Context: an optimization exercise on an open-source flow, tuned for small area, a short achievable clock period and few clock cycles per item. The choices shown serve that exercise and are no tape-out recipe. In this exercise RTL edits were held to simulation tests only and were not proved equivalent to the original. Power figures rest on the tool's default switching activity, not on a simulated workload.

**design/flow/config.mk**
```make
export PLATFORM = sky130hd
export DESIGN_NAME = measureClifford
export DESIGN_NICKNAME = measureClifford
export VERILOG_FILES = /design/flow/design.v
export SDC_FILE = /design/flow/constraint.sdc
export NUM_CORES = 4
export LEC_CHECK = 0
export CAP_MARGIN = 20
export CORE_MARGIN = 2
export CORE_UTILIZATION = 55
export CTS_BUF_LIST = sky130_fd_sc_hd__clkbuf_8
export SETUP_SLACK_MARGIN = 3
export SLEW_MARGIN = 20
```
**design/flow/constraint.sdc**
```tcl
create_clock -name core_clock -period 10.0 [get_ports {i_clk}]
set_input_delay 2.0000 -clock core_clock [delete_from_list [all_inputs] [get_ports {i_clk}]]
set_output_delay 2.0000 -clock core_clock [all_outputs]
set_load 0.01 [all_outputs]
```
**design/flow/run.sh**
```bash
#!/bin/bash
# synth_recipe.tcl (not shown) runs the flow's synth.tcl, then flattens the netlist and writes it again
# the make line also repeats each setting of config.mk as NAME=value (left out here)
make -C /OpenROAD-flow-scripts/flow DESIGN_CONFIG=/design/flow/config.mk WORK_HOME=/design/flow/orfs CLKGATE_MAP_FILE= SYNTH_SCRIPT=/design/flow/synth_recipe.tcl finish
```
**design/flow/design.v**
```verilog
module measureClifford(
    input wire i_clk,
    input wire i_rst_n,
    input wire [1 : 0] i_basis_0,
    input wire [1 : 0] i_basis_1,
    input wire [1 : 0] i_basis_2,
    input wire [1 : 0] i_basis_3,
    input wire [1 : 0] i_basis_4,
    input wire [1 : 0] i_result_0,
    input wire [1 : 0] i_result_1,
    input wire [1 : 0] i_result_2,
    input wire [1 : 0] i_result_3,
    input wire [1 : 0] i_result_4,
    output wire [6 : 0] o_value,
    output wire o_ready
);
    reg [4:0] tx [0:9];      
    reg [4:0] tz [0:9];      
    reg [1:0] tk [0:4];      
    reg       armed;         
    reg       busy;          
    reg [4:0] done;          
    reg [2:0] nrand;         
    wire [1:0] b [0:4];
    assign b[0] = i_basis_0; assign b[1] = i_basis_1; assign b[2] = i_basis_2;
    assign b[3] = i_basis_3; assign b[4] = i_basis_4;
    wire [4:0] meas = {i_result_4[1], i_result_3[1], i_result_2[1], i_result_1[1], i_result_0[1]};
    wire [4:0] outc = {i_result_4[0], i_result_3[0], i_result_2[0], i_result_1[0], i_result_0[0]};
    integer i, j, q;
    wire rot_en = armed & ~busy;
    reg [4:0] roth, roty;
    reg [4:0] rx [0:9];
    reg [4:0] rz [0:9];
    reg [1:0] rk [0:4];
    reg [4:0] yv;
    reg       yn0, yn1, pxz;
    always @(*) begin
        for (q = 0; q < 5; q = q + 1) begin
            roth[q] = rot_en & b[q][1] & ~b[q][0];
            roty[q] = rot_en & b[q][1] & b[q][0];
        end
        for (i = 0; i < 10; i = i + 1) begin
            for (q = 0; q < 5; q = q + 1) begin
                if (roty[q]) begin
                    rx[i][q] = tx[i][q] ^ tz[i][q];
                    rz[i][q] = tx[i][q];
                end else if (roth[q]) begin
                    rx[i][q] = tz[i][q];
                    rz[i][q] = tx[i][q];
                end else begin
                    rx[i][q] = tx[i][q];
                    rz[i][q] = tz[i][q];
                end
            end
        end
        for (j = 0; j < 5; j = j + 1) begin
            yv = roty & tx[5+j];
            yn0 = ^yv;
            yn1 = (yv[0] & yv[1]) ^ (yv[0] & yv[2]) ^ (yv[1] & yv[2]) ^ (yv[3] & yv[4])
                ^ ((yv[0] ^ yv[1] ^ yv[2]) & (yv[3] ^ yv[4]));
            pxz = ^((roth | roty) & tx[5+j] & tz[5+j]);
            rk[j][0] = tk[j][0] ^ yn0;
            rk[j][1] = tk[j][1] ^ yn1 ^ yn0 ^ pxz ^ (tk[j][0] & yn0);
        end
    end
    reg [4:0] Bq [0:4];
    always @(*) begin
        for (i = 0; i < 5; i = i + 1)
            for (j = 0; j < 5; j = j + 1)
                Bq[i][j] = 1'b0;
        for (i = 0; i < 5; i = i + 1)
            for (j = i + 1; j < 5; j = j + 1)
                Bq[i][j] = (^(tz[5+i] & tx[5+j])) ^ (tk[i][0] & tk[j][0]);
    end
    function automatic qform(input [4:0] m, input [9:0] kk1, input [24:0] bb);
        integer a, c;
        begin
            qform = ^(m & kk1[4:0]);
            for (a = 0; a < 5; a = a + 1)
                for (c = a + 1; c < 5; c = c + 1)
                    qform = qform ^ (m[a] & m[c] & bb[5*a+c]);
        end
    endfunction
    wire [4:0]  k1 = {tk[4][1], tk[3][1], tk[2][1], tk[1][1], tk[0][1]};
    wire [24:0] bflat = {Bq[4], Bq[3], Bq[2], Bq[1], Bq[0]};
    wire [4:0] rem = meas & ~(busy ? done : 5'b0) & {5{armed}};
    wire [4:0] sel = rem & ~{rem[3:0] | {rem[2:0], 1'b0} | {rem[1:0], 2'b0} | {rem[0], 3'b0}, 1'b0};
    wire [4:0] rest = rem & ~sel;
    wire       last = ~|rest;
    wire       outcome = |(sel & outc);
    reg [9:0] c;
    always @(*) begin
        for (i = 0; i < 10; i = i + 1)
            c[i] = |(rx[i] & sel);
    end
    wire [4:0] cs = c[9:5];
    wire [4:0] piv = cs & ~{cs[3:0] | {cs[2:0], 1'b0} | {cs[1:0], 2'b0} | {cs[0], 3'b0}, 1'b0};
    wire       rnd = |cs;
    reg [4:0] px, pz;
    reg [1:0] pk;
    always @(*) begin
        px = 5'b0; pz = 5'b0; pk = 2'b0;
        for (j = 0; j < 5; j = j + 1) begin
            px = px | (rx[5+j] & {5{piv[j]}});
            pz = pz | (rz[5+j] & {5{piv[j]}});
            pk = pk | (rk[j] & {2{piv[j]}});
        end
    end
    reg [4:0] nx [0:9];
    reg [4:0] nz [0:9];
    reg [1:0] nk [0:4];
    always @(*) begin
        for (i = 0; i < 5; i = i + 1) begin
            if (piv[i]) begin
                nx[i] = px; nz[i] = pz;
            end else if (c[i] & rnd) begin
                nx[i] = rx[i] ^ px; nz[i] = rz[i] ^ pz;
            end else begin
                nx[i] = rx[i]; nz[i] = rz[i];
            end
            if (piv[i]) begin
                nx[5+i] = 5'b0; nz[5+i] = sel; nk[i] = {outcome, 1'b0};
            end else if (c[5+i]) begin
                nx[5+i] = rx[5+i] ^ px; nz[5+i] = rz[5+i] ^ pz;
                nk[i][0] = rk[i][0] ^ pk[0];
                nk[i][1] = rk[i][1] ^ pk[1] ^ (^(pz & rx[5+i])) ^ (rk[i][0] & pk[0]);
            end else begin
                nx[5+i] = rx[5+i]; nz[5+i] = rz[5+i]; nk[i] = rk[i];
            end
        end
    end
    wire [4:0] isy = roty;           
    wire       ya = |(sel & isy);    
    wire contra = (|sel) & ~rnd & (qform(c[4:0], k1, bflat) ^ ya ^ outcome);
    reg [4:0] obs;
    always @(*) begin
        for (q = 0; q < 5; q = q + 1)
            obs[q] = (|b[q]) & ~meas[q];
    end
    wire [4:0] yo = obs & isy;
    wire ny0 = ^yo;
    wire ny1 = (yo[0] & yo[1]) ^ (yo[0] & yo[2]) ^ (yo[1] & yo[2]) ^ (yo[3] & yo[4])
             ^ ((yo[0] ^ yo[1] ^ yo[2]) & (yo[3] ^ yo[4]));
    wire cor1 = ny0 ^ ny1;
    wire cor2 = ya ? ~ny1 : cor1;    
    reg [9:0] ac;
    always @(*) begin
        for (i = 0; i < 10; i = i + 1)
            ac[i] = ^(rx[i] & obs);
    end
    wire ac1 = |ac[9:5];
    wire ac2 = |(ac[9:5] ^ cs);
    wire neg1 = qform(ac[4:0], k1, bflat) ^ cor1;
    wire neg2 = qform(ac[4:0] ^ c[4:0], k1, bflat) ^ cor2 ^ outcome;
    wire anticomm = ac1 & ac2;
    wire exp_neg = ac1 ? neg2 : neg1;
    reg [5:0] mag0;
    always @(*) begin
        case (nrand)
            3'd0: mag0 = 6'd32;
            3'd1: mag0 = 6'd16;
            3'd2: mag0 = 6'd8;
            3'd3: mag0 = 6'd4;
            3'd4: mag0 = 6'd2;
            default: mag0 = 6'd1;
        endcase
    end
    wire [6:0] pos = {1'b0, rnd ? {1'b0, mag0[5:1]} : mag0};
    wire [6:0] negv = {|pos[5:0], |pos[5:0], |pos[4:0], |pos[3:0], |pos[2:0], |pos[1:0], pos[0]};
    assign o_value = (contra | anticomm) ? 7'd0 : (exp_neg ? negv : pos);
    wire fin = armed & (last | contra);
    assign o_ready = fin;
    always @(posedge i_clk or negedge i_rst_n) begin
        if (!i_rst_n) begin
            tx[0] <= 5'b00000; tz[0] <= 5'b00001;
            tx[1] <= 5'b00010; tz[1] <= 5'b00000;
            tx[2] <= 5'b00000; tz[2] <= 5'b00100;
            tx[3] <= 5'b01010; tz[3] <= 5'b00000;
            tx[4] <= 5'b10000; tz[4] <= 5'b00000;
            tx[5] <= 5'b00001; tz[5] <= 5'b00000;
            tx[6] <= 5'b00000; tz[6] <= 5'b01110;
            tx[7] <= 5'b00110; tz[7] <= 5'b00000;
            tx[8] <= 5'b10000; tz[8] <= 5'b01000;
            tx[9] <= 5'b01010; tz[9] <= 5'b10000;
            tk[0] <= 2'd0; tk[1] <= 2'd0; tk[2] <= 2'd0; tk[3] <= 2'd2; tk[4] <= 2'd2;
            armed <= 1'b0;
            busy <= 1'b0;
            done <= 5'b0;
            nrand <= 3'd0;
        end else begin
            for (i = 0; i < 10; i = i + 1) begin
                tx[i] <= nx[i];
                tz[i] <= nz[i];
            end
            for (j = 0; j < 5; j = j + 1) tk[j] <= nk[j];
            armed <= 1'b1;
            busy <= armed & ~fin;
            done <= (busy ? done : 5'b0) | sel;
            nrand <= fin ? 3'd0 : nrand + rnd;
        end
    end
endmodule
```
==> results of run 1 <==
registers in the layout, indices dropped and copies added (netlist names):
signal / count
busy: 1
nrand: 3
tz: 50
done: 5
tk: 10
armed: 1
tx: 50
critical path: cells and delay by family:
kind,cells,cell delay [ps]
xor+xnor,5,1400
simple gates,5,990
buf+inv,5,650
compound gates,4,540
mux,1,150
where the power goes:
group          switching, mW  internal [mW]  total, mW
registers             0.0713          0.530      0.601
logic                  0.522          0.378      0.900
clock network          0.285          0.192      0.477
metrics by stage:
stage          total power, mW  instance area (um^2)  utilization (%)
4_1_cts                   1.89                 14600             66.5
5_1_grt                   2.05                 15000             68.6
3_3_place_gp              1.26                 12900             58.9
3_5_place_dp              1.27                 12900             58.9
6_report                  1.98                 15000             68.6
2_1_floorplan             1.04                 12300                -
synth_stat cells, types with 10 or more instances:
| library cell | instances | area (um^2) |
|---|---|---|
| sky130_fd_sc_hd__nand2b_1 | 12 | 75.1 |
| sky130_fd_sc_hd__or3_1 | 11 | 68.8 |
| sky130_fd_sc_hd__nor3_1 | 23 | 115 |
| sky130_fd_sc_hd__buf_1 | 11 | 41.3 |
| sky130_fd_sc_hd__o21ai_0 | 89 | 445 |
| sky130_fd_sc_hd__nor2b_1 | 26 | 163 |
| sky130_fd_sc_hd__dfstp_2 | 19 | 499 |
| sky130_fd_sc_hd__nand3_1 | 63 | 315 |
| sky130_fd_sc_hd__inv_1 | 28 | 105 |
| sky130_fd_sc_hd__and2_1 | 10 | 62.6 |
| sky130_fd_sc_hd__mux2i_1 | 38 | 380 |
| sky130_fd_sc_hd__a32o_1 | 16 | 160 |
| sky130_fd_sc_hd__and3_1 | 15 | 93.8 |
| sky130_fd_sc_hd__xnor2_1 | 209 | 1830 |
| sky130_fd_sc_hd__clkbuf_1 | 54 | 203 |
| sky130_fd_sc_hd__dfrtp_1 | 101 | 2530 |
| sky130_fd_sc_hd__nand2_1 | 336 | 1260 |
| sky130_fd_sc_hd__xor2_1 | 74 | 648 |
| sky130_fd_sc_hd__ha_1 | 23 | 288 |
| sky130_fd_sc_hd__a21oi_1 | 116 | 581 |
| sky130_fd_sc_hd__a32oi_1 | 10 | 87.6 |
| sky130_fd_sc_hd__o22ai_1 | 16 | 100 |
| sky130_fd_sc_hd__a22oi_1 | 13 | 97.6 |
| sky130_fd_sc_hd__nor2_1 | 159 | 597 |
| sky130_fd_sc_hd__buf_2 | 25 | 125 |
repair_timing:
action                     CTS  global route
setup endpoints to repair   13            12
gates cloned                 5             1
hold buffers                 0             0
gates resized for setup    244            58
setup buffers               71            21
pin swaps                   66            41
hold endpoints to repair     0             0
final timing paths:
check                             endpoint  cells after the start
min in group asynchronous         tz[2][0]                      1
worst min register to register     done[4]                      2
worst max-delay path            o_value[1]                     20
worst min-delay path               done[4]                      2
max in group asynchronous         tz[5][3]                      2
worst max register to register    tk[4][1]                     21
final cells by class:
cell class | instances | area (um^2) | area share [%]
Clock buffer | 17 | 234 | 1.56
Clock inverter | 15 | 170 | 1.13
Inverter | 29 | 114 | 0.758
Multi-Input combinational cell | 1398 | 9600 | 63.9
Sequential cell | 120 | 3030 | 20.2
Tap cell | 280 | 350 | 2.33
Timing Repair Buffer | 167 | 1520 | 10.1
logic make-up (layout without fill, tap and decap cells):
group | count (synthesis) | count (layout) | share of synthesized area (%)
multiplexers | 40 | 41 | 3.37
AND/OR/NAND/NOR | 688 | 688 | 24.4
XOR/XNOR | 298 | 298 | 22.6
AO/OA/AOI/OAI | 341 | 341 | 17.5
flip-flops | 120 | 120 | 24.7
buffers and inverters | 123 | 228 | 4.20
adder cells (fa/ha/maj) | 29 | 29 | 3.32
other | 1 | 1 | 0.0306
routing by layer:
layer / track usage, % / vias to the layer above / wire [um]
met5: 0 / - / 13
met4: 25.4 / 2 / 3720
met3: 10.0 / 225 / 6360
met2: 66.7 / 953 / 22600
met1: 56.7 / 6250 / 19300
li1: - / 5768 / -
==> flow_summary.ini, run 1 <==
[run_status]
result_of_the_run = finished clean

[floorplanning]
top_level_ports = 30
rows = 54
die_footprint_um2 = 23500
die_h_um = 153
core-area_um2 = 21900
floorplan.initialDensity_pct = 56.1
dieWidth_um = 153

[setup_path]
kind_of_start_point_of_the_critical_path = input pin
crit_path_end_kind = output pin
critical_path.max_fanout = 6
slowest_stage = sky130_fd_sc_hd__xnor3_2
reg2reg_slack_ps = 3610
timing.setup.critical_path_class = in -> out
crit_chain = buf_4, and3b_2, buf_12, buf_8, nand3_4, a21oi_2, xnor2_1, xnor3_2, xor2_4, or2_1, or3_1, o21ai_2, nor3_2, xnor2_2, xnor2_2, mux2i_2, buf_4, o211ai_1, a31oi_2, buf_2
reg2reg_from = armed
startpoint = i_basis_3[1]
worstPathRequired_ps = 8000
arrival_ps = 5730
critical_path.max_stage_delay_ps = 570

[placed_design]
count_of_input_and_output_buffers = 29
pre_cts_setup_slack_ps = 785
dp_hpwl_mm = 36.3
place_inst = 1896
finalWeightedCongestion = 1.03

[timing]
final.period_utilization_pct = 77.3
finalHoldViolCount = 0
layout_setup_ws_ps = 2270
max_freq_mhz = 129
hold_ws_ps = 536
max-slew-margin-rel_pct = 32.0
post-route-min-period_ps = 7730
setup_viol = 0
fin_worst_skew_ps = 25.4
grt_setup_unrepaired = yes
tns_ps = 0
pin_slew_with_the_least_headroom_to_its_limit_ps = 1010
maxSlewViolCount = 0

[run]
drv_cap = 0

[clocking]
tritoncts = yes
clock_sinks = 120
clock_pin_slew_of_the_registers_on_the_worst_case_setup_and_hold_paths_ps = 90
ctsLongestPathBuffers = 2
cts_root_buf = sky130_fd_sc_hd__clkbuf_8
worstSkewPairLatency_ps = 490
cts-htree-levels = 4
numCtsBuffers = 17

[final_layout]
layout_common_cells = sky130_fd_sc_hd__nand2_1 (333), sky130_fd_sc_hd__xnor2_1 (194), sky130_fd_sc_hd__nor2_1 (152)
fin_cells = 2026
post_route_cells_drive_above_1_share_pct = 20.6
n_antenna_cell = 0
filler_cell_count = 1925
num-nets-final = 1784
layout_commonest_cell = sky130_fd_sc_hd__nand2_1
areaGrowthSynthToFinish_pct = 22.3

[route]
detail_route.first_pass.iterations = 6
detail_route.drc_violations = 0
wl_per_cell_um = 25.7
drt-total-wl_mm = 52.0
ant_nets = 0
detailedRoute.firstIterationViolations = 1874
vias = 13200
drt-vias-per-instance = 6.51

[logic_synthesis]
postSynthNetCount = 1691
syn_area_per_cell_um2 = 7.48
ys_dominant_reg_cell = sky130_fd_sc_hd__dfrtp_1
netlist_instances = 1640
yosys_warnings = 11
ys_seq_elements = 120
yosys.cell_types.count = 74
async_reset_ff_share_pct = 100
synth_area_um2 = 12300
synth-edff-count = 0
yosysSeqAreaShare_pct = 24.7

[power_and_ir_drop]
power_density_nw_per_um2 = 132
power.ir.vdd_worst_uv = 85.1
p_leak_nw = 5.83

[global_routing]
grt_pass1_wl_mm = 77.0
pin_count_of_the_biggest_net_entering_global_routing = 76
grt-ovfl-total = 0
number_of_antenna_violations_at_the_first_check_in_global_routing = 1
grt.total_usage_pct = 43.6
number_of_global_route_vias_before_repair = 12300

[hold_path]
hp-start = done[4]
min-delay-path-class = reg -> reg
Testbench counts, summed over its fixed seeds: cycles 3,228, items 2,400.
==> inputs of run 2 (changes only) <==
--- a/design/flow/config.mk
+++ b/design/flow/config.mk
@@ -11,3 +11,3 @@
 export CTS_BUF_LIST = sky130_fd_sc_hd__clkbuf_8
-export SETUP_SLACK_MARGIN = 3
+export SETUP_SLACK_MARGIN = 2.5
 export SLEW_MARGIN = 20
==> flow_summary.ini, run 2 <==
[setup_path]
slowest_stage = sky130_fd_sc_hd__xnor3_1
critical_path.max_fanout = 4
timing.setup.critical_path_class = in -> reg
critical-path-top-cell-by-count = sky130_fd_sc_hd__buf_4
arrival_ps = 8120
kind_of_start_point_of_the_critical_path = input pin
critPathBufInv = 30
cp_top_family = buffers and inverters
critical_path.max_stage_delay_ps = 380
crit_path_end_kind = flop
worstPathRequired_ps = 10410

[clocking]
numCtsBuffers = 17
clock_pin_slew_of_the_registers_on_the_worst_case_setup_and_hold_paths_ps = 90
cts-htree-levels = 4
cts.hold.buffers_added = 0
worstSkewPairLatency_ps = 480
ctsLongestPathBuffers = 2
cts_root_buf = sky130_fd_sc_hd__clkbuf_8
clock_sinks = 120
tritoncts = yes

[logic_synthesis]
post_synth_main_area_contributors = sky130_fd_sc_hd__dfrtp_1 (21%), sky130_fd_sc_hd__xnor2_1 (15%), sky130_fd_sc_hd__nand2_1 (10%)
postSynthNetCount = 1691
yosysSeqAreaShare_pct = 24.7
syn_area_per_cell_um2 = 7.48
ys_seq_elements = 120
yosys.area.top_type = sky130_fd_sc_hd__dfrtp_1
yosys_warnings = 11
ys_dominant_reg_cell = sky130_fd_sc_hd__dfrtp_1
yosysTopAreaCellShare_pct = 20.6
most_frequent_cells_after_synthesis = sky130_fd_sc_hd__nand2_1 (336), sky130_fd_sc_hd__xnor2_1 (209), sky130_fd_sc_hd__nor2_1 (159)
synth-edff-count = 0
netlist_instances = 1640
synth_area_um2 = 12300
yosys.cell_count.top_type = sky130_fd_sc_hd__nand2_1
yosys.cell_types.count = 74
async_reset_ff_share_pct = 100

[timing]
pin_slew_with_the_least_headroom_to_its_limit_ps = 1250
grt_setup_unrepaired = yes
layout_setup_ws_ps = 2300
max_freq_mhz = 130
post-route-min-period_ps = 7700
fin_worst_skew_ps = 21.6
maxSlewViolCount = 0
finalHoldViolCount = 0
setup_viol = 0
final.period_utilization_pct = 77.0
max-slew-margin-rel_pct = 15.9
tns_ps = 0

[placed_design]
placement.cell_area_um2 = 12900
count_of_input_and_output_buffers = 29
pre_cts_setup_slack_ps = 842
finalWeightedCongestion = 1.05
dp_hpwl_mm = 36.7

[global_routing]
grt.total_usage_pct = 44.4
grt-ovfl-total = 0
pin_count_of_the_biggest_net_entering_global_routing = 68
number_of_antenna_violations_at_the_first_check_in_global_routing = 0
grt_pass1_wl_mm = 78.2
number_of_global_route_vias_before_repair = 12500

[route]
wl_per_cell_um = 25.9
detail_route.first_pass.iterations = 9
drt-total-wl_mm = 53.1
ant_nets = 0
detail_route.drc_violations = 0
drt-vias-per-instance = 6.53
vias = 13400
detailedRoute.firstIterationViolations = 2087

[power_and_ir_drop]
power_switching_uw = 866
power_report.internal_total_mw = 1.11
power.share.clock_pct = 23.1
switching_share_pct = 43.9
power.ir.vdd_worst_uv = 118
power_density_nw_per_um2 = 129
p_leak_nw = 5.98
power.combinational.fraction_pct = 46.3
p_seq_share_pct = 30.6

[floorplanning]
rows = 54
floorplan.initialDensity_pct = 56.1
dieWidth_um = 153
die_h_um = 153
top_level_ports = 30
core-area_um2 = 21900
die_footprint_um2 = 23500

[final_layout]
area.sequential_um2 = 3030
num-nets-final = 1807
largest_regs = tx (50), tz (50), tk (10)
n_antenna_cell = 0
layout_common_cells = sky130_fd_sc_hd__nand2_1 (333), sky130_fd_sc_hd__xnor2_1 (188), sky130_fd_sc_hd__nor2_1 (153)
areaGrowthSynthToFinish_pct = 24.8
layout_commonest_cell = sky130_fd_sc_hd__nand2_1
filler_cell_count = 1785
finish.instance_area_um2 = 15300
multi_input_comb_area_um2 = 9760
post_route_cells_drive_above_1_share_pct = 22.8

[run_status]
result_of_the_run = finished clean

[run]
drv_cap = 0

[hold_path]
min-delay-path-class = reg -> reg
## run 2: changes by cell type in the layout (fill, tap and decap cells not counted), moves of 4 or more
| cell | change |
|---|---|
| sky130_fd_sc_hd__o21ai_0 | -6 |
| sky130_fd_sc_hd__xnor2_2 | +5 |
| sky130_fd_sc_hd__xnor2_1 | -6 |
| sky130_fd_sc_hd__buf_4 | +14 |
| sky130_fd_sc_hd__buf_6 | +13 |
| sky130_fd_sc_hd__o21ai_2 | +4 |
| sky130_fd_sc_hd__o21bai_4 | -4 |
| sky130_fd_sc_hd__inv_8 | -6 |
## run 2: what timing repair did
item                       in CTS  in global routing
pin swaps                      56                 71
buffers inserted               76                 36
hold endpoints to repair        0                  0
setup endpoints to repair       8                  9
gates resized for setup       244                113
gates cloned                    4                  0
## run 2: metal layers
| metal | part of all wire [%] | up-vias | track usage (%) |
|---|---|---|---|
| li1 | - | 5803 | - |
| met1 | 38 | 6326 | 59.5 |
| met2 | 42 | 1010 | 65.4 |
| met3 | 13 | 234 | 13.9 |
| met4 | 6.6 | 0 | 20.6 |
| met5 | 0 | - | 0 |
## run 2: logic make-up after synthesis
kind of cell             share of synthesized area [%]
other                                           0.0306
multiplexers                                      3.37
AND/OR/NAND/NOR                                   24.4
AO/OA/AOI/OAI                                     17.5
adder cells (fa/ha/maj)                           3.32
buffers and inverters                             4.20
flip-flops                                        24.7
XOR/XNOR                                          22.6
## run 2: power groups by stage
stage	Sequential [mW]	Clock (mW)	Combinational [mW]
after floorplan	0.574	0	0.454
after global placement	0.603	0	0.672
after detailed placement	0.604	0	0.679
after CTS	0.597	0.454	0.836
after global routing	0.609	0.473	0.956
final	0.604	0.456	0.914
## run 2: path summary, 6_finish.rpt
kind	from	endpoint	slack, ps	cells after the start
max	i_basis_1[1]	nrand[2]	2300	43
min	done[4]	done[4]	550	2
max reg2reg	armed	nrand[2]	2670	43
min reg2reg	done[4]	done[4]	550	2
max in group asynchronous	i_rst_n	tx[6][1]	6980	2
min in group asynchronous	i_rst_n	tz[0][4]	1550	1
## run 2: worst reg2reg max path, delay by kind of cell, from the launching register on
kind	cells	cell delay, ps
buffers and inverters	29	3600
AOI/OAI and AO/OA	6	1210
DFF	1	1070
xor gates and xnor gates	4	700
and+or+nand+nor	4	690
## run 2: through the flow
step	util, %	power (mW)	hold slack, ps	std cells
floorplan	-	1.03	464	1640
global placement	58.9	1.28	495	1900
detailed placement	58.9	1.28	511	1900
CTS	66.8	1.89	534	2012
global route	70.0	2.04	576	2049
finish	70.0	1.97	548	2049
## run 2: layout make-up
type | count | share of cell area (%)
Clock inverter | 15 | 0.923
Timing Repair Buffer | 190 | 11.1
Sequential cell | 120 | 19.8
Tap cell | 280 | 2.29
Inverter | 29 | 0.768
Clock buffer | 17 | 1.53
Multi-Input combinational cell | 1398 | 63.7
==> inputs of run 3 (changes only) <==
--- a/design/flow/config.mk
+++ b/design/flow/config.mk
@@ -11,3 +11,3 @@
 export CTS_BUF_LIST = sky130_fd_sc_hd__clkbuf_8
-export SETUP_SLACK_MARGIN = 2.5
+export SETUP_SLACK_MARGIN = 3.5
 export SLEW_MARGIN = 20
==> flow_summary.ini, run 3 <==
[run_status]
result_of_the_run = finished clean

[logic_synthesis]
ys_dominant_reg_cell = sky130_fd_sc_hd__dfrtp_1
yosysSeqAreaShare_pct = 24.7
netlist_instances = 1640
ys_seq_elements = 120
postSynthNetCount = 1691
async_reset_ff_share_pct = 100
syn_area_per_cell_um2 = 7.48
yosysTopAreaCellShare_pct = 20.6
yosys.cell_count.top_type = sky130_fd_sc_hd__nand2_1
post_synth_main_area_contributors = sky130_fd_sc_hd__dfrtp_1 (21%), sky130_fd_sc_hd__xnor2_1 (15%), sky130_fd_sc_hd__nand2_1 (10%)
most_frequent_cells_after_synthesis = sky130_fd_sc_hd__nand2_1 (336), sky130_fd_sc_hd__xnor2_1 (209), sky130_fd_sc_hd__nor2_1 (159)
yosys.area.top_type = sky130_fd_sc_hd__dfrtp_1
synth_area_um2 = 12300
synth-edff-count = 0
yosys.cell_types.count = 74
yosys_warnings = 11

[setup_path]
crit_chain = clkdlybuf4s15_2, o21bai_2, nor2_1, a22oi_2, xnor3_2, xnor2_4, buf_12, xnor2_4, nand2_2, xnor3_1, xnor2_2, xnor2_2, xnor2_2, xnor2_2, mux2i_4, buf_6, o211ai_1, a31oi_2, buf_2
slowest_stage = sky130_fd_sc_hd__xnor3_2
arrival_ps = 5730
critical_path.max_stage_delay_ps = 430
kind_of_start_point_of_the_critical_path = input pin
reg2reg_from = armed
reg2reg_slack_ps = 4000
worstReg2RegEnd = tk[1][1]
critical_path.max_fanout = 5
crit_path_end_kind = output pin
critPathBufInv = 4
startpoint = i_result_4[1]
critical-path-top-cell-by-count = sky130_fd_sc_hd__xnor2_2
reg2regPathDepth = 21
worstPathRequired_ps = 8000
cp_num_cells = 19
cp_top_family = XOR/XNOR gates
endpoint = o_value[1]
timing.setup.critical_path_class = in -> out

[final_layout]
multi_input_comb_area_um2 = 9550
num-nets-final = 1780
layout_commonest_cell = sky130_fd_sc_hd__nand2_1
filler_cell_count = 1856
finish.instance_area_um2 = 14900
n_antenna_cell = 0
layout_common_cells = sky130_fd_sc_hd__nand2_1 (333), sky130_fd_sc_hd__xnor2_1 (188), sky130_fd_sc_hd__nor2_1 (150)
fin_cells = 2022
largest_regs = tx (50), tz (50), tk (10)
area.sequential_um2 = 3030
post_route_cells_drive_above_1_share_pct = 21.0
areaGrowthSynthToFinish_pct = 21.8

[power_and_ir_drop]
p_leak_nw = 5.83
power.ir.vdd_worst_uv = 103
total_power_mw = 1.94
power_density_nw_per_um2 = 130

[global_routing]
pin_count_of_the_biggest_net_entering_global_routing = 73
number_of_antenna_violations_at_the_first_check_in_global_routing = 0
grt-ovfl-total = 0
number_of_global_route_vias_before_repair = 12000
grt_pass1_wl_mm = 73.5
grt.total_usage_pct = 41.3

[timing]
pin_slew_with_the_least_headroom_to_its_limit_ps = 1140
finalHoldViolCount = 0
fin_worst_skew_ps = 21.1
max_freq_mhz = 129
max-slew-margin-rel_pct = 22.9
hold_ws_ps = 534
setup_viol = 0
final.period_utilization_pct = 77.3
tns_ps = 0
maxSlewViolCount = 0
grt_setup_unrepaired = yes
post-route-min-period_ps = 7730

[hold_path]
timing.hold.worst_path_depth = 2
min-delay-path-class = reg -> reg

[route]
wl_per_cell_um = 24.5
vias = 13000
drt-total-wl_mm = 49.5
drt-vias-per-instance = 6.43
ant_nets = 0
detailedRoute.firstIterationViolations = 1683
detail_route.drc_violations = 0
detail_route.first_pass.iterations = 9

[clocking]
cts_root_buf = sky130_fd_sc_hd__clkbuf_8
tritoncts = yes
numCtsBuffers = 17
clock_sinks = 120
cts.hold.buffers_added = 0
worstSkewPairLatency_ps = 480
ctsLongestPathBuffers = 2
cts-htree-levels = 4
clock_pin_slew_of_the_registers_on_the_worst_case_setup_and_hold_paths_ps = 90

[placed_design]
finalWeightedCongestion = 0.972
count_of_input_and_output_buffers = 29
place_inst = 1897
placement.cell_area_um2 = 12900
dp_hpwl_mm = 34.4

[floorplanning]
floorplan.initialDensity_pct = 56.1
core-area_um2 = 21900
dieWidth_um = 153
die_footprint_um2 = 23500
top_level_ports = 30
rows = 54
die_h_um = 153

[run]
drv_cap = 0
run 3: cell counts after synthesis:
No cell type changed its count.
run 3: cell type report:
type / instances / area share, %
inverter: 29 / 0.762
multi-input combinational: 1398 / 63.9
sequential: 120 / 20.3
clock inverter: 15 / 0.879
timing repair buffer: 163 / 10.3
clock buffer: 17 / 1.57
tap: 280 / 2.34
run 3: logic make-up (layout without fill, tap and decap cells):
logic type / count (synthesis) / after routing / synth area share (%)
and+or+nand+nor: 688 / 688 / 24.4
xor gates and xnor gates: 298 / 298 / 22.6
DFF: 120 / 120 / 24.7
muxes: 40 / 41 / 3.37
adders and majority gates: 29 / 29 / 3.32
other: 1 / 1 / 0.0306
buffers and inverters: 123 / 224 / 4.20
AOI/OAI and AO/OA: 341 / 341 / 17.5
run 3: how the worst min path moves through the flow:
stage / startpoint / endpoint / slack [ps]
after floorplan: done[2] / done[2] / 460
after global placement: done[2] / done[2] / 490
after detailed placement: done[2] / done[2] / 500
after CTS: done[4] / done[4] / 530
after global routing: done[2] / done[2] / 560
final: done[4] / done[4] / 530
run 3: worst min-delay path: cells and delay by family, from the launching register on:
kind | cells | cell delay [ps]
flip-flops | 1 | 360
AND/OR/NAND/NOR | 1 | 70
AO/OA/AOI/OAI | 1 | 70
run 3: power by group:
part / total, mW / switching, mW / internal [mW] / leakage (nW)
clock: 0.443 / 0.246 / 0.197 / 0.180
sequential: 0.600 / 0.0698 / 0.530 / 1.59
combinational: 0.901 / 0.515 / 0.386 / 4.07
total: 1.94 / 0.831 / 1.11 / 5.83
run 3: routing by layer:
layer | wire (um) | vias up | GRT usage, % | part of all wire, %
li1 | - | 5750 | - | -
met1 | 19600 | 6174 | 56.3 | 40
met2 | 21300 | 889 | 62.3 | 43
met3 | 5860 | 189 | 10.3 | 12
met4 | 2650 | 0 | 18.3 | 5.3
met5 | 0 | - | 0 | 0
run 3: repair_timing:
action / 4_1_cts / 5_1_grt
cloned: 4 / 1
pin swaps: 66 / 39
setup buffers: 64 / 24
gates resized for setup: 244 / 63
endpoints found under the setup margin: 32 / 12
run 3: metrics by stage:
stage,worst slack [ps],util [%]
after floorplan,2820,-
after detailed placement,876,59.1
after CTS,2370,66.1
final,2270,68.3
after global placement,1050,59.1
after global routing,2130,68.3
==> inputs of run 4 (changes only) <==
--- a/design/flow/config.mk
+++ b/design/flow/config.mk
@@ -11,3 +11,3 @@
 export CTS_BUF_LIST = sky130_fd_sc_hd__clkbuf_8
-export SETUP_SLACK_MARGIN = 3.5
+export SETUP_SLACK_MARGIN = 4
 export SLEW_MARGIN = 20
==> flow_summary.ini, run 4 <==
[logic_synthesis]
yosys.cell_count.top_type = sky130_fd_sc_hd__nand2_1
async_reset_ff_share_pct = 100
syn_area_per_cell_um2 = 7.48
netlist_instances = 1640
ys_dominant_reg_cell = sky130_fd_sc_hd__dfrtp_1
yosysTopAreaCellShare_pct = 20.6
yosysSeqAreaShare_pct = 24.7
most_frequent_cells_after_synthesis = sky130_fd_sc_hd__nand2_1 (336), sky130_fd_sc_hd__xnor2_1 (209), sky130_fd_sc_hd__nor2_1 (159)
yosys.cell_types.count = 74
post_synth_main_area_contributors = sky130_fd_sc_hd__dfrtp_1 (21%), sky130_fd_sc_hd__xnor2_1 (15%), sky130_fd_sc_hd__nand2_1 (10%)
synth-edff-count = 0
yosys_warnings = 11
yosys.area.top_type = sky130_fd_sc_hd__dfrtp_1
ys_seq_elements = 120
postSynthNetCount = 1691
synth_area_um2 = 12300

[timing]
tns_ps = 0
final.period_utilization_pct = 77.5
finalHoldViolCount = 0
max-slew-margin-rel_pct = 16.5
setup_viol = 0
fin_worst_skew_ps = 18.2
maxSlewViolCount = 0
layout_setup_ws_ps = 2250
max_freq_mhz = 129
grt_setup_unrepaired = yes
pin_slew_with_the_least_headroom_to_its_limit_ps = 1240
post-route-min-period_ps = 7750

[global_routing]
grt_pass1_wl_mm = 73.5
pin_count_of_the_biggest_net_entering_global_routing = 73
number_of_antenna_violations_at_the_first_check_in_global_routing = 0
grt-ovfl-total = 0
number_of_global_route_vias_before_repair = 12000
grt.total_usage_pct = 41.3

[floorplanning]
core-area_um2 = 21900
dieWidth_um = 153
floorplan.initialDensity_pct = 56.1
rows = 54
top_level_ports = 30
die_footprint_um2 = 23500
die_h_um = 153

[placed_design]
dp_hpwl_mm = 34.4
finalWeightedCongestion = 0.972
placement.cell_area_um2 = 12900
count_of_input_and_output_buffers = 29
pre_cts_setup_slack_ps = 876

[clocking]
tritoncts = yes
worstSkewPairLatency_ps = 480
clock_pin_slew_of_the_registers_on_the_worst_case_setup_and_hold_paths_ps = 70
cts.hold.buffers_added = 0
cts-htree-levels = 4
clock_sinks = 120
ctsLongestPathBuffers = 2
cts_root_buf = sky130_fd_sc_hd__clkbuf_8
numCtsBuffers = 17

[setup_path]
arrival_ps = 5750
worstPathRequired_ps = 8000
kind_of_start_point_of_the_critical_path = input pin
crit_path_end_kind = output pin
worstReg2RegEnd = tk[1][1]
reg2regPathDepth = 21
reg2reg_slack_ps = 4350
critical_path.max_fanout = 6
reg2reg_from = armed
timing.setup.critical_path_class = in -> out

[route]
drt-total-wl_mm = 50.7
vias = 13200
maxUsedRoutingLayer = met4
detail_route.drc_violations = 0
detail_route.first_pass.iterations = 8
drt-vias-per-instance = 6.48
post_route_met1_wirelength_mm = 19.9
detailedRoute.firstIterationViolations = 1798
met3RoutedLength_mm = 6.07
dr_wl_met2_mm = 22.1
wl_per_cell_um = 24.9
ant_nets = 0

[hold_path]
hp-start = done[2]
min-delay-path-class = reg -> reg
timing.hold.worst_path_depth = 2
holdPathEnd = done[2]

[final_layout]
n_antenna_cell = 0
layout_commonest_cell = sky130_fd_sc_hd__nand2_1
filler_cell_count = 1820
largest_regs = tx (50), tz (50), tk (10)
num-nets-final = 1792
finish.instance_area_um2 = 15300
areaGrowthSynthToFinish_pct = 25.0
post_route_cells_drive_above_1_share_pct = 23.0
layout_common_cells = sky130_fd_sc_hd__nand2_1 (331), sky130_fd_sc_hd__xnor2_1 (180), sky130_fd_sc_hd__nor2_1 (152)

[run_status]
result_of_the_run = finished clean

[run]
drv_cap = 0

[power_and_ir_drop]
p_leak_nw = 6.00
power.ir.vdd_worst_uv = 103
power_density_nw_per_um2 = 127
[run 4: cell count changes in the layout (fill, tap and decap cells not counted), moves of 4 or more]
cell                      delta
sky130_fd_sc_hd__buf_6       +4
sky130_fd_sc_hd__xnor2_2     +8
sky130_fd_sc_hd__buf_4       +7
sky130_fd_sc_hd__o21ai_0     -4
sky130_fd_sc_hd__xnor2_1     -8
[run 4: stage by stage]
stage	power, mW	util (%)	hold WS [ps]	instances
final	1.95	70.1	533	2034
after global routing	2.02	70.1	564	2034
after CTS	1.85	66.1	530	1997
after detailed placement	1.27	59.1	499	1897
after global placement	1.27	59.1	487	1897
after floorplan	1.04	-	464	1640
[run 4: how the worst max path moves through the flow]
stage / end / startpoint / depth (start not counted) / slack (ps)
final: o_value[1] / i_basis_1[1] / 20 / 2250
after global routing: o_value[2] / i_basis_3[1] / 18 / 2190
after CTS: o_value[1] / i_basis_0[1] / 19 / 2370
after detailed placement: o_value[2] / i_result_0[1] / 17 / 880
after global placement: o_value[2] / i_result_0[1] / 17 / 1050
after floorplan: o_value[2] / i_basis_1[1] / 16 / 2820
[run 4: cell families after synthesis]
logic type	count (synthesis)	synth area share, %
other cells	1	0.0306
buf+inv	123	4.20
simple gates	688	24.4
compound gates	341	17.5
fa+ha+maj	29	3.32
xor+xnor	298	22.6
mux	40	3.37
flops	120	24.7
[run 4: worst max-delay path, stage by stage]
cell and delay, ps:
sky130_fd_sc_hd__buf_2 120, sky130_fd_sc_hd__and3b_2 260, sky130_fd_sc_hd__buf_6 140, sky130_fd_sc_hd__o21ai_1 70
sky130_fd_sc_hd__a32o_2 280, sky130_fd_sc_hd__a222oi_1 410, sky130_fd_sc_hd__buf_4 220, sky130_fd_sc_hd__nand2_4 100
sky130_fd_sc_hd__xnor2_4 200, sky130_fd_sc_hd__nand2_2 80, sky130_fd_sc_hd__xnor3_1 390, sky130_fd_sc_hd__xnor2_2 170
sky130_fd_sc_hd__xnor2_2 150, sky130_fd_sc_hd__xnor2_2 160, sky130_fd_sc_hd__xnor2_2 260, sky130_fd_sc_hd__mux2i_4 130
sky130_fd_sc_hd__buf_6 140, sky130_fd_sc_hd__o211ai_1 190, sky130_fd_sc_hd__a31oi_2 100, sky130_fd_sc_hd__buf_2 140
[run 4: layout make-up]
| type | instances | area, um^2 | share of cell area, % |
|---|---|---|---|
| repair buffers | 175 | 1700 | 11.1 |
| inverters | 29 | 118 | 0.767 |
| multi-input cells | 1398 | 9780 | 63.8 |
| well taps | 280 | 350 | 2.28 |
| clock buffers | 17 | 234 | 1.53 |
| flip-flops and latches | 120 | 3030 | 19.7 |
| clock inverters | 15 | 131 | 0.856 |
[run 4: layer usage]
metal | GRT usage [%] | vias to the layer above
met5 | 0 | -
met4 | 18.2 | 0
met3 | 10.2 | 195
met2 | 62.3 | 887
met1 | 56.4 | 6322
li1 | - | 5780
[run 4: what timing repair did]
action	CTS	global route
endpoints found under the setup margin	88	46
resized for setup	245	117
cloned	4	4
setup buffers	64	33
hold endpoints to repair	0	0
pin swaps	66	58
[run 4: power by group]
group	leakage, nW	switching [mW]	internal (mW)	total [mW]
clock network	0.180	0.245	0.197	0.442
registers	1.59	0.0673	0.530	0.597
logic	4.24	0.526	0.382	0.907
total	6.00	0.838	1.11	1.95
==> inputs of run 5 (changes only) <==
--- a/design/flow/design.v
+++ b/design/flow/design.v
@@ -85,3 +85,3 @@
     wire [24:0] bflat = {Bq[4], Bq[3], Bq[2], Bq[1], Bq[0]};
-    wire [4:0] rem = meas & ~(busy ? done : 5'b0) & {5{armed}};
+    wire [4:0] rem = meas & ~done & {5{armed}};
     wire [4:0] sel = rem & ~{rem[3:0] | {rem[2:0], 1'b0} | {rem[1:0], 2'b0} | {rem[0], 3'b0}, 1'b0};
@@ -197,3 +197,3 @@
             busy <= armed & ~fin;
-            done <= (busy ? done : 5'b0) | sel;
+            done <= fin ? 5'b0 : (done | sel);
             nrand <= fin ? 3'd0 : nrand + rnd;
--- a/design/flow/config.mk
+++ b/design/flow/config.mk
@@ -11,3 +11,3 @@
 export CTS_BUF_LIST = sky130_fd_sc_hd__clkbuf_8
-export SETUP_SLACK_MARGIN = 4
+export SETUP_SLACK_MARGIN = 3
 export SLEW_MARGIN = 20
==> flow_summary.ini, run 5 <==
[run_status]
result_of_the_run = finished clean

[final_layout]
num-nets-final = 1837
largest_regs = tx (50), tz (50), tk (10)
layout_common_cells = sky130_fd_sc_hd__nand2_1 (252), sky130_fd_sc_hd__nor2_1 (151), sky130_fd_sc_hd__xnor2_1 (147)
layout_commonest_cell = sky130_fd_sc_hd__nand2_1
fin_cells = 2114
areaGrowthSynthToFinish_pct = 23.0
post_route_cells_drive_above_1_share_pct = 23.6

[clocking]
tritoncts = yes
numCtsBuffers = 17
clock_pin_slew_of_the_registers_on_the_worst_case_setup_and_hold_paths_ps = 90
cts-htree-levels = 4
ctsLongestPathBuffers = 2
clock_sinks = 120
worstSkewPairLatency_ps = 490
cts_root_buf = sky130_fd_sc_hd__clkbuf_8

[hold_path]
timing.hold.worst_path_depth = 1
min-delay-path-class = reg -> reg

[timing]
finalHoldViolCount = 0
grt_setup_unrepaired = yes
max-slew-margin-rel_pct = 22.3
pin_slew_with_the_least_headroom_to_its_limit_ps = 1160
tns_ps = 0
setup_viol = 0
layout_setup_ws_ps = 2170
max_freq_mhz = 128
hold_ws_ps = 498
post-route-min-period_ps = 7830
maxSlewViolCount = 0
fin_worst_skew_ps = 19.7
final.period_utilization_pct = 78.3

[placed_design]
pre_cts_setup_slack_ps = 886
place_inst = 1966
dp_hpwl_mm = 37.3
finalWeightedCongestion = 1.04
count_of_input_and_output_buffers = 29

[logic_synthesis]
synth_area_um2 = 12800
yosysTopAreaCellShare_pct = 19.7
yosys_warnings = 11
post_synth_main_area_contributors = sky130_fd_sc_hd__dfrtp_1 (20%), sky130_fd_sc_hd__xnor2_1 (12%), sky130_fd_sc_hd__nand2_1 (7.5%)
syn_area_per_cell_um2 = 7.66
synth-edff-count = 0
ys_dominant_reg_cell = sky130_fd_sc_hd__dfrtp_1
yosys.area.top_type = sky130_fd_sc_hd__dfrtp_1
yosys.cell_types.count = 93
netlist_instances = 1676
most_frequent_cells_after_synthesis = sky130_fd_sc_hd__nand2_1 (257), sky130_fd_sc_hd__xnor2_1 (172), sky130_fd_sc_hd__nor2_1 (158)
yosysSeqAreaShare_pct = 23.6
async_reset_ff_share_pct = 100
ys_seq_elements = 120
postSynthNetCount = 1727
yosys.cell_count.top_type = sky130_fd_sc_hd__nand2_1

[global_routing]
grt-ovfl-total = 0
number_of_global_route_vias_before_repair = 12900
number_of_antenna_violations_at_the_first_check_in_global_routing = 1
grt_pass1_wl_mm = 79.5
pin_count_of_the_biggest_net_entering_global_routing = 45
grt.total_usage_pct = 44.0

[setup_path]
crit_path_end_kind = output pin
worstPathRequired_ps = 8000
reg2reg_slack_ps = 4400
arrival_ps = 5830
kind_of_start_point_of_the_critical_path = input pin
critical_path.max_fanout = 5
reg2regPathDepth = 17
timing.setup.critical_path_class = in -> out

[power_and_ir_drop]
power_density_nw_per_um2 = 79.8
p_leak_nw = 6.42
power.ir.vdd_worst_uv = 78.5

[route]
ant_nets = 0
drt-total-wl_mm = 53.8
detailedRoute.firstIterationViolations = 2081
drt-vias-per-instance = 6.56
detail_route.first_pass.iterations = 7
detail_route.drc_violations = 0
vias = 13900
wl_per_cell_um = 25.4

[floorplanning]
rows = 55
die_footprint_um2 = 24600
top_level_ports = 30
die_h_um = 157
dieWidth_um = 157
core-area_um2 = 22800
floorplan.initialDensity_pct = 56.3

[run]
drv_cap = 0
==> run 5: cell count changes in the layout (fill, tap and decap cells not counted), sizes merged, moves of 8 or more <==
cell,before,now
and2,10,22
nand2,337,258
buf,157,170
a21oi,116,147
nand3,63,83
xnor2,215,174
a31oi,6,14
==> run 5: metrics by stage <==
stage	cell area (um^2)	total power, mW	utilization [%]
2_1_floorplan	13000	0.623	-
3_3_place_gp	13500	0.679	59.5
3_5_place_dp	13600	0.680	59.5
4_1_cts	15200	1.23	66.7
5_1_grt	15800	1.28	69.3
6_report	15800	1.26	69.3
==> run 5: power by group <==
part	total, mW	switching [mW]	internal [mW]
Sequential	0.500	0.0112	0.489
Combinational	0.266	0.148	0.118
Clock	0.492	0.265	0.227
==> run 5: worst max-delay path: stages <==
cell	delay, ps
sky130_fd_sc_hd__buf_8	100
sky130_fd_sc_hd__buf_6	100
sky130_fd_sc_hd__buf_6	110
sky130_fd_sc_hd__and3b_4	200
sky130_fd_sc_hd__buf_6	130
sky130_fd_sc_hd__a21oi_4	130
sky130_fd_sc_hd__a211oi_2	70
sky130_fd_sc_hd__xnor2_2	330
sky130_fd_sc_hd__xnor3_2	470
sky130_fd_sc_hd__xnor2_2	220
sky130_fd_sc_hd__a2bb2oi_2	80
sky130_fd_sc_hd__or3_4	380
sky130_fd_sc_hd__xnor3_1	420
sky130_fd_sc_hd__xor2_2	210
sky130_fd_sc_hd__xnor2_2	240
sky130_fd_sc_hd__buf_4	150
sky130_fd_sc_hd__o211ai_1	90
sky130_fd_sc_hd__a211oi_2	240
sky130_fd_sc_hd__buf_2	160
==> run 5: area by class of cell <==
cell class | instances | area, um^2
Timing Repair Buffer | 187 | 1640
Sequential cell | 120 | 3030
Tap cell | 313 | 392
Inverter | 29 | 109
Clock buffer | 17 | 234
Antenna cell | 2 | 5.00
Fill cell | 1892 | 7000
Multi-Input combinational cell | 1431 | 10200
Clock inverter | 15 | 168
==> run 5: worst paths after layout <==
| kind | from | to |
|---|---|---|
| max in group asynchronous | i_rst_n | tx[4][0] |
| hold reg to reg | done[4] | done[4] |
| setup reg to reg | armed | tk[3][1] |
| min in group asynchronous | i_rst_n | nrand[2] |
| setup / recovery | i_basis_2[1] | o_value[4] |
| hold / removal | done[4] | done[4] |
==> run 5: per-layer routing <==
| metal | global-route usage (%) | up-vias | share of wire [%] |
|---|---|---|---|
| met5 | 0 | - | 0.054 |
| met4 | 20.4 | 2 | 6.1 |
| met3 | 12.0 | 227 | 13 |
| met2 | 65.7 | 1045 | 42 |
| met1 | 59.1 | 6514 | 39 |
| li1 | - | 6085 | - |
==> run 5: timing repair <==
action | CTS | global route
hold buffers | 0 | 0
pin swaps | 48 | 41
gates resized for setup | 192 | 99
setup buffers | 78 | 29
setup endpoints to repair | 37 | 8
endpoints found under the hold margin | 0 | 0
gates cloned | 7 | 0
==> run 5: cells by family (layout without fill, tap and decap cells) <==
kind of cell | Yosys count | in the layout | synth area share, %
flops | 120 | 120 | 23.6
other cells | 1 | 3 | 0.0292
xor+xnor | 271 | 271 | 20.5
simple gates | 670 | 673 | 24.3
mux | 38 | 38 | 2.97
fa+ha+maj | 29 | 29 | 3.18
compound gates | 419 | 419 | 21.0
buf+inv | 128 | 248 | 4.48
Testbench counts of run 5, summed over its fixed seeds: cycles 3,228, items 2,400.

[port drivers added, routing unchanged]
Ports are ideal in the flow. The routed layouts listed here were re-timed in OpenROAD.
Step 1 sets driving cells, clkbuf_16 on the clock port and buf_2 on the other inputs (assumed; they add their load-dependent delay and slew).
Step 2, shift: input delay + t, output delay - t, t = (earliest + latest rising clock arrival at the registers) / 2. This alone moves slack from input paths to output paths.
Three values: ideal ports, drivers, drivers and shift; two values: the first two.
run | shift t [ns] | slack for setup (ns) | worst setup path at the end | slew at the worst register clock pin (ns)
run 1 | 0.520 | 2.268 / 2.240 / 2.240 | input to output | 0.11 / 0.11
run 2 | 0.512 | 2.296 / 2.267 / 1.809 | input to register | 0.10 / 0.10
run 3 | 0.510 | 2.270 / 2.226 / 2.226 | input to output | 0.09 / 0.09
run 4 | 0.513 | 2.250 / 2.230 / 2.230 | input to output | 0.09 / 0.09
run 5 | 0.521 | 2.172 / 2.134 / 2.134 | input to output | 0.10 / 0.10
After both steps setup and hold are still met in every run listed. The setup slack of run 2, which loses most, moves by -0.029 ns with the drivers and by -0.487 ns with both steps.
